Background: an optimization exercise with open tools, aiming at small area, a short achievable clock period and few clock cycles per item. Do not read the settings as production practice.
No functional check of the RTL was part of this run.

$ cat config.mk
export PLATFORM = sky130hd
export DESIGN_NAME = SHA256
export DESIGN_NICKNAME = SHA256
export VERILOG_FILES = /design/flow/design.v
export SDC_FILE = /design/flow/constraint.sdc
export NUM_CORES = 4
export LEC_CHECK = 0
export CAP_MARGIN = 20
export CORE_MARGIN = 2
export CORE_UTILIZATION = 40
export SLEW_MARGIN = 20
export SYNTH_MEMORY_MAX_BITS = 8192
$ cat constraint.sdc
create_clock -name core_clock -period 15.0 [get_ports {clk}]
set_input_delay 3.0000 -clock core_clock [delete_from_list [all_inputs] [get_ports {clk}]]
set_output_delay 3.0000 -clock core_clock [all_outputs]
set_load 0.01 [all_outputs]
$ cat design.v
`timescale 1ns / 1ps
module SHA256(
  input clk,
  input [2:0] P,
  input [255:0] passwd_hash,
  input [71:0] start,
  output [71:0] hash,
  output done
);
localparam [31:0] IV0 = 32'h6a09e667, IV1 = 32'hbb67ae85, IV2 = 32'h3c6ef372, IV3 = 32'ha54ff53a,
                  IV4 = 32'h510e527f, IV5 = 32'h9b05688c, IV6 = 32'h1f83d9ab, IV7 = 32'h5be0cd19;
localparam [1:0] S_LOAD = 2'd0, S_RUN = 2'd1, S_DONE = 2'd2;
function [31:0] kconst(input [5:0] n);
  case (n)
    6'd0: kconst = 32'h9e6afcb1;
    6'd1: kconst = 32'h71374491; 6'd2: kconst = 32'hb5c0fbcf; 6'd3: kconst = 32'he9b5dba5;
    6'd4: kconst = 32'h3956c25b; 6'd5: kconst = 32'h59f111f1; 6'd6: kconst = 32'h923f82a4; 6'd7: kconst = 32'hab1c5ed5;
    6'd8: kconst = 32'hd807aa98; 6'd9: kconst = 32'h12835b01; 6'd10: kconst = 32'h243185be; 6'd11: kconst = 32'h550c7dc3;
    6'd12: kconst = 32'h72be5d74; 6'd13: kconst = 32'h80deb1fe; 6'd14: kconst = 32'h9bdc06a7; 6'd15: kconst = 32'hc19bf174;
    6'd16: kconst = 32'he49b69c1; 6'd17: kconst = 32'hefbe4786; 6'd18: kconst = 32'h0fc19dc6; 6'd19: kconst = 32'h240ca1cc;
    6'd20: kconst = 32'h2de92c6f; 6'd21: kconst = 32'h4a7484aa; 6'd22: kconst = 32'h5cb0a9dc; 6'd23: kconst = 32'h76f988da;
    6'd24: kconst = 32'h983e5152; 6'd25: kconst = 32'ha831c66d; 6'd26: kconst = 32'hb00327c8; 6'd27: kconst = 32'hbf597fc7;
    6'd28: kconst = 32'hc6e00bf3; 6'd29: kconst = 32'hd5a79147; 6'd30: kconst = 32'h06ca6351; 6'd31: kconst = 32'h14292967;
    6'd32: kconst = 32'h27b70a85; 6'd33: kconst = 32'h2e1b2138; 6'd34: kconst = 32'h4d2c6dfc; 6'd35: kconst = 32'h53380d13;
    6'd36: kconst = 32'h650a7354; 6'd37: kconst = 32'h766a0abb; 6'd38: kconst = 32'h81c2c92e; 6'd39: kconst = 32'h92722c85;
    6'd40: kconst = 32'ha2bfe8a1; 6'd41: kconst = 32'ha81a664b; 6'd42: kconst = 32'hc24b8b70; 6'd43: kconst = 32'hc76c51a3;
    6'd44: kconst = 32'hd192e819; 6'd45: kconst = 32'hd6990624; 6'd46: kconst = 32'hf40e3585; 6'd47: kconst = 32'h106aa070;
    6'd48: kconst = 32'h19a4c116; 6'd49: kconst = 32'h1e376c08; 6'd50: kconst = 32'h2748774c; 6'd51: kconst = 32'h34b0bcb5;
    6'd52: kconst = 32'h391c0cb3; 6'd53: kconst = 32'h4ed8aa4a; 6'd54: kconst = 32'h5b9cca4f; 6'd55: kconst = 32'h682e6ff3;
    6'd56: kconst = 32'h748f82ee; 6'd57: kconst = 32'h78a5636f; 6'd58: kconst = 32'h84c87814; 6'd59: kconst = 32'h8cc70208;
    6'd60: kconst = 32'h90befffa; 6'd61: kconst = 32'ha4506ceb; 6'd62: kconst = 32'hbef9a3f7; default: kconst = 32'hc67178f2;
  endcase
endfunction
function eqsum(input [31:0] x, input [31:0] y, input [31:0] p);
  reg [31:0] cy;
  begin
    cy = (x & y) | ((x | y) & ~p);
    eqsum = ((x ^ y ^ p) == {cy[30:0], 1'b0});
  end
endfunction
function [35:0] incdig(input [35:0] x);
  integer k;
  reg cyin;
  begin
    cyin = 1'b1;
    for (k = 0; k < 9; k = k + 1) begin
      if (cyin) begin
        if (x[4*k +: 4] == 4'd9) incdig[4*k +: 4] = 4'd0;
        else begin incdig[4*k +: 4] = x[4*k +: 4] + 4'd1; cyin = 1'b0; end
      end else incdig[4*k +: 4] = x[4*k +: 4];
    end
  end
endfunction
reg [35:0] dig;            
reg [31:0] a, b, c, d, e, f, g, hk;
reg [511:0] w;             
reg [6:0] n;               
reg [5:0] rc;              
reg [1:0] st;
reg first;
reg done_r;
assign done = done_r;
assign hash = {4'h3, dig[35:32], 4'h3, dig[31:28], 4'h3, dig[27:24], 4'h3, dig[23:20],
               4'h3, dig[19:16], 4'h3, dig[15:12], 4'h3, dig[11:8], 4'h3, dig[7:4],
               4'h3, dig[3:0]};
wire init = (P == 3'd0);
wire step = (P == 3'd2) && (rc == 6'd0);
wire rot  = !init && !step;
wire ld   = (st == S_LOAD);
wire [35:0] nxt = first ? dig : incdig(dig);
wire [31:0] w0n = {4'h3, nxt[35:32], 4'h3, nxt[31:28], 4'h3, nxt[27:24], 4'h3, nxt[23:20]};
wire [31:0] w1  = {4'h3, dig[19:16], 4'h3, dig[15:12], 4'h3, dig[11:8], 4'h3, dig[7:4]};
wire [31:0] w2  = {4'h3, dig[3:0], 24'h800000};
wire [31:0] wm16 = w[31:0], wm15 = w[63:32], wm7 = w[319:288], wm2 = w[479:448];
wire [31:0] sg0 = {wm15[6:0], wm15[31:7]} ^ {wm15[17:0], wm15[31:18]} ^ (wm15 >> 3);
wire [31:0] sg1 = {wm2[16:0], wm2[31:17]} ^ {wm2[18:0], wm2[31:19]} ^ (wm2 >> 10);
wire [31:0] sch = sg1 + wm7 + sg0 + wm16;
reg [31:0] msg;
always @(*) begin
  case (n)
    7'd1: msg = w1;
    7'd2: msg = w2;
    7'd15: msg = 32'h00000048;
    default: msg = 32'd0;
  endcase
end
wire [31:0] went = ld ? w0n : (n < 7'd16 ? msg : sch);
wire [31:0] gm = ld ? 32'd0 : g;
wire [31:0] hk_sum = gm + kconst(ld ? 6'd0 : n[5:0]) + went;
wire [31:0] S1 = {e[5:0], e[31:6]} ^ {e[10:0], e[31:11]} ^ {e[24:0], e[31:25]};
wire [31:0] S0 = {a[1:0], a[31:2]} ^ {a[12:0], a[31:13]} ^ {a[21:0], a[31:22]};
wire [31:0] ch = (e & f) ^ (~e & g);
wire [31:0] mj = (a & b) ^ (a & c) ^ (b & c);
wire [31:0] t1 = hk + S1 + ch;
wire [31:0] e_new = d + t1;
wire [31:0] a_new = t1 + S0 + mj;
reg [31:0] pa, pe, ia, ie;
always @(*) begin
  case (n[1:0])
    2'd2: begin pa = passwd_hash[159:128]; ia = IV3; pe = passwd_hash[31:0];   ie = IV7; end
    2'd3: begin pa = passwd_hash[191:160]; ia = IV2; pe = passwd_hash[63:32];  ie = IV6; end
    2'd0: begin pa = passwd_hash[223:192]; ia = IV1; pe = passwd_hash[95:64];  ie = IV5; end
    default: begin pa = passwd_hash[255:224]; ia = IV0; pe = passwd_hash[127:96]; ie = IV4; end
  endcase
end
wire hit = eqsum(a, ia, pa) && eqsum(e, ie, pe);
always @(posedge clk) begin
  a <= ld ? IV0 : (rot ? d : a_new);
  b <= ld ? IV1 : a;
  c <= ld ? IV2 : b;
  d <= ld ? IV3 : c;
  e <= ld ? IV4 : (rot ? g : e_new);
  f <= ld ? IV5 : e;
  g <= ld ? IV6 : f;
  if (!rot) hk <= hk_sum;
  w <= {(rot ? w[31:0] : went), w[511:32]};
  if (init) rc <= 6'd0;
  else if (rot) rc <= (rc == 6'd47) ? 6'd0 : rc + 6'd1;
  if (init) begin
    dig <= {start[67:64], start[59:56], start[51:48], start[43:40], start[35:32],
            start[27:24], start[19:16], start[11:8], start[3:0]};
    first <= 1'b1;
    st <= S_LOAD;
    done_r <= 1'b0;
  end else if (step) begin
    case (st)
      S_LOAD: begin
        dig <= nxt;
        first <= 1'b0;
        n <= 7'd1;
        st <= S_RUN;
      end
      S_RUN: begin
        n <= n + 7'd1;
        if (n >= 7'd62) begin
          if (!hit) st <= S_LOAD;
          else if (n == 7'd65) begin
            st <= S_DONE;
            done_r <= 1'b1;
          end
        end
      end
      default: ;
    endcase
  end
end
endmodule
$ cat run.sh
#!/bin/bash
# synth_recipe.tcl (not shown) runs the flow's synth.tcl, then flattens the netlist and writes it again
# the make line also repeats each setting of config.mk as NAME=value (left out here)
make -C /OpenROAD-flow-scripts/flow DESIGN_CONFIG=/design/flow/config.mk WORK_HOME=/design/flow/orfs CLKGATE_MAP_FILE= SYNTH_SCRIPT=/design/flow/synth_recipe.tcl finish
==> flow_summary.yaml <==
grt:
  grt_max_degree: 130
  grt_usage_pct: 27.14
  grt_antenna_before_repair: 19
  gr-total-overflow: 0
  grt_pass1_wl_um: 218500
  grt_pass1_vias: 31410
layout:
  area_delta_synth_final_pct: 17.80
  final_cell_mix: "dfxtp_1, inv_1, nand2_1"
  fin_area_um2: 50490
  finalNetCount: 5513
  n_fill_cell: 10150
  final_common_cell: "dfxtp_1"
  drive_above_1_share_pct: 5.322
sta:
  rsz0062_at_grt: "no"
  fin_crit_sh_pct: 56.17
  finClkSkew_ns: 0.05217
  drv_slew: 0
  post-route-min-period_ns: 8.426
  fmax_mhz: 118.7
  tightest_slew_ns: 1.182
  maxSlewHeadroom_pct: 20.34
  hold_violations: 0
  setup_viol: 0
  tns_ns: 0
  fin_ws_ns: 6.574
die:
  dieWidth_um: 331.3
  die_area_um2: 109800
  start_util_pct: 40.20
  ios: 405
  rows: 120
  die_h_um: 331.3
  design.core.area_um2: 106600
setup_path:
  required_ns: 15.44
  cp_data_arrival_time_ns: 8.86
  crit-reg2reg-launch: "st[0]"
  cp_slowest_cell: "o21ai_0"
  rrSetupSlack_ns: 6.57
  reg2regPathDepth: 24
  crit_chain: "or2_4, nand2_1, inv_1, ha_1, inv_1, ha_1, a211oi_1, a21oi_1, o21ai_0, fa_1, inv_1, ha_1, inv_1, fa_1, nor2b_1, o31a_1, o21bai_1, a31oi_1, a221o_1, a21oi_1, a311oi_1, a211oi_1, xnor2_1, xnor2_1"
  r2r_end: "hk[31]"
  cp_common_cell: "inv_1"
  critPathLaunchType: "flip-flop"
  cp_max_fo: 50
  crit_type: "reg2reg"
  cp_slowest_stage_delay_ns: 0.76
  end_kind: "flip-flop"
synth:
  synth_ff_type: "dfxtp_1"
  yosys.area_share.simple_pct: 11.16
  yosysTopAreaCellShare_pct: 34.85
  avgSynthCellArea_um2: 9.534
  synth_edf_count: 75
  syn_area_um2: 42860
  ys_ff_latch: 821
  ys_seq_area_share_pct: 40.10
  synth_xor_area_share_pct: 9.780
  ys_warn_count: 1
  synthAdderAreaFrac_pct: 16.34
  synth-async-reset-ratio_pct: 0
  synth_cells: 4495
  synthTopCellsByArea: "dfxtp_1, fa_1, xnor2_1"
  synth-compound-area-share_pct: 15.13
  netlist.top_cell.by_area: "dfxtp_1"
  synth.distinct_cells: 91
  synthMuxAreaShare_pct: 1.179
  synth_top_family_by_area: "adder cells"
cts:
  cts_resized: 0
  cts.path.max_buffers: 3
  clock_latency_ns: 0.69
  cts_tree: "done"
  cts_setup_buffers: 0
  cts.htree.levels: 3
  numCtsBuffers: 87
  cts_root_buf: "clkbuf_16"
  cts_sinks: 821
  clkTransAtPathRegs_ns: 0.06
  hold_buffers: 0
placement:
  place_congestion: 0.9821
  place_area_um2: 47420
  place_hpwl_um: 120400
  numPortBuffers: 332
  dp_worst_setup_slack_ns: 6.775
route:
  firstDrtPassIters: 6
  drt_wl_total_um: 153100
  drtAntennaViolNets: 0
  wire_per_inst_um: 24.53
  via_count: 33750
  drc: 0
  first_iter_violations: 4247
  drt-vias-per-instance: 5.408
run_status:
  status: "finished clean"
hold_path:
  worstHoldPathType: "reg2reg"
  whs_endpoint: "w[85]"
  hold_start: "w[117]"
  min_path_cells: 0
run:
  drv_cap: 0
-- state kept, by name (all words and copies together), names as in the netlist, 2 cells and up --
signal  count
a          32
n           7
b          32
rc          6
g          32
c          32
d          32
st          2
f          32
e          32
w         512
dig        36
hk         32
-- synth_stat cells, drive strengths merged, types with 13 or more instances --
library cell  number
a211oi            28
a21o              75
a21oi            296
a221oi            16
a222oi            64
a31oi             19
and2              67
and3              13
buf               61
clkbuf           180
dfxtp            746
edfxtp            75
fa               212
ha               214
inv              438
mux2i             38
nand2            378
nand2b            85
nand3             51
nand4             21
nor2             266
nor2b             15
nor3              59
nor4              19
o211ai            44
o21a              17
o21ai            291
o21bai            28
o311ai            22
o31ai             19
or3               23
xnor2            321
xor2             155
-- cells by family after synthesis --
family          Yosys count
simple gates           1026
compound gates         1007
flops                   821
buf+inv                 681
xor+xnor                477
fa+ha+maj               434
mux                      47
other cells               2
-- critical path: cells and delay by family, from the launching register on --
kind            cells  cell delay [ns]
compound gates     10             3.06
fa+ha+maj           5             2.15
simple gates        3             1.19
buf+inv             4             0.81
flops               1             0.62
xor+xnor            2             0.31
-- per-stage QoR --
step | std cells | hold WS (ns) | utilization (%)
CTS | 6231 | 0.3103 | 47.33
global placement | 6068 | 0.3095 | 44.48
detailed placement | 6068 | 0.3121 | 44.48
floorplan | 4529 | 0.3096 | -
global route | 6233 | 0.3133 | 47.34
finish | 6240 | 0.3102 | 47.36
-- per-layer routing --
| layer | vias to the layer above | part of all wire (%) | global-route usage [%] |
|---|---|---|---|
| met5 | - | 0.022 | 0 |
| met4 | 6 | 2.1 | 5.557 |
| met3 | 173 | 10 | 6.618 |
| met2 | 1539 | 40 | 38.32 |
| met1 | 16430 | 47 | 41.51 |
| li1 | 15600 | - | - |
-- worst max-delay path by stage --
stage / startpoint / to / depth (start not counted)
global route: st[0] / hk[31] / 24
global placement: st[0] / hk[31] / 24
floorplan: w[51] / hk[28] / 27
finish: st[0] / hk[31] / 24
CTS: st[0] / hk[31] / 24
detailed placement: st[0] / hk[31] / 24
-- final cells by class --
type | count | area (µm²) | area share, %
Timing Repair Buffer | 378 | 3679 | 7.286
Tap cell | 1403 | 1755 | 3.477
Clock inverter | 49 | 646.9 | 1.281
Clock buffer | 114 | 2389 | 4.731
Sequential cell | 821 | 17190 | 34.04
Multi-Input combinational cell | 3027 | 23150 | 45.86
Inverter | 440 | 1655 | 3.279
Antenna cell | 8 | 20.02 | 0.03965

[re-timing with driven ports]
The results above use ideal ports. As a check the final layout listed here was re-extracted and re-timed, cells and wires unchanged. Step 1 assumes that a clkbuf_16 drives the clock port and a buf_2 every other input. Step 2, shift: input delay + t, output delay - t, t = (earliest + latest rising clock arrival at the registers) / 2. This alone moves slack from input paths to output paths. Three values: ideal ports, drivers, drivers and shift; two values: the first two.
t, ns: 0.754
slack for setup (ns): 6.574 / 6.574 / 6.574
worst setup path after step 2: register to register
clock arrival spread, ns: 0.056 / 0.056
worst slew at a driven data input, ns: 0.23
After both steps this run still meets setup and hold. The setup slack of this run moves by 0.000 ns with the drivers and by 0.000 ns with both steps.
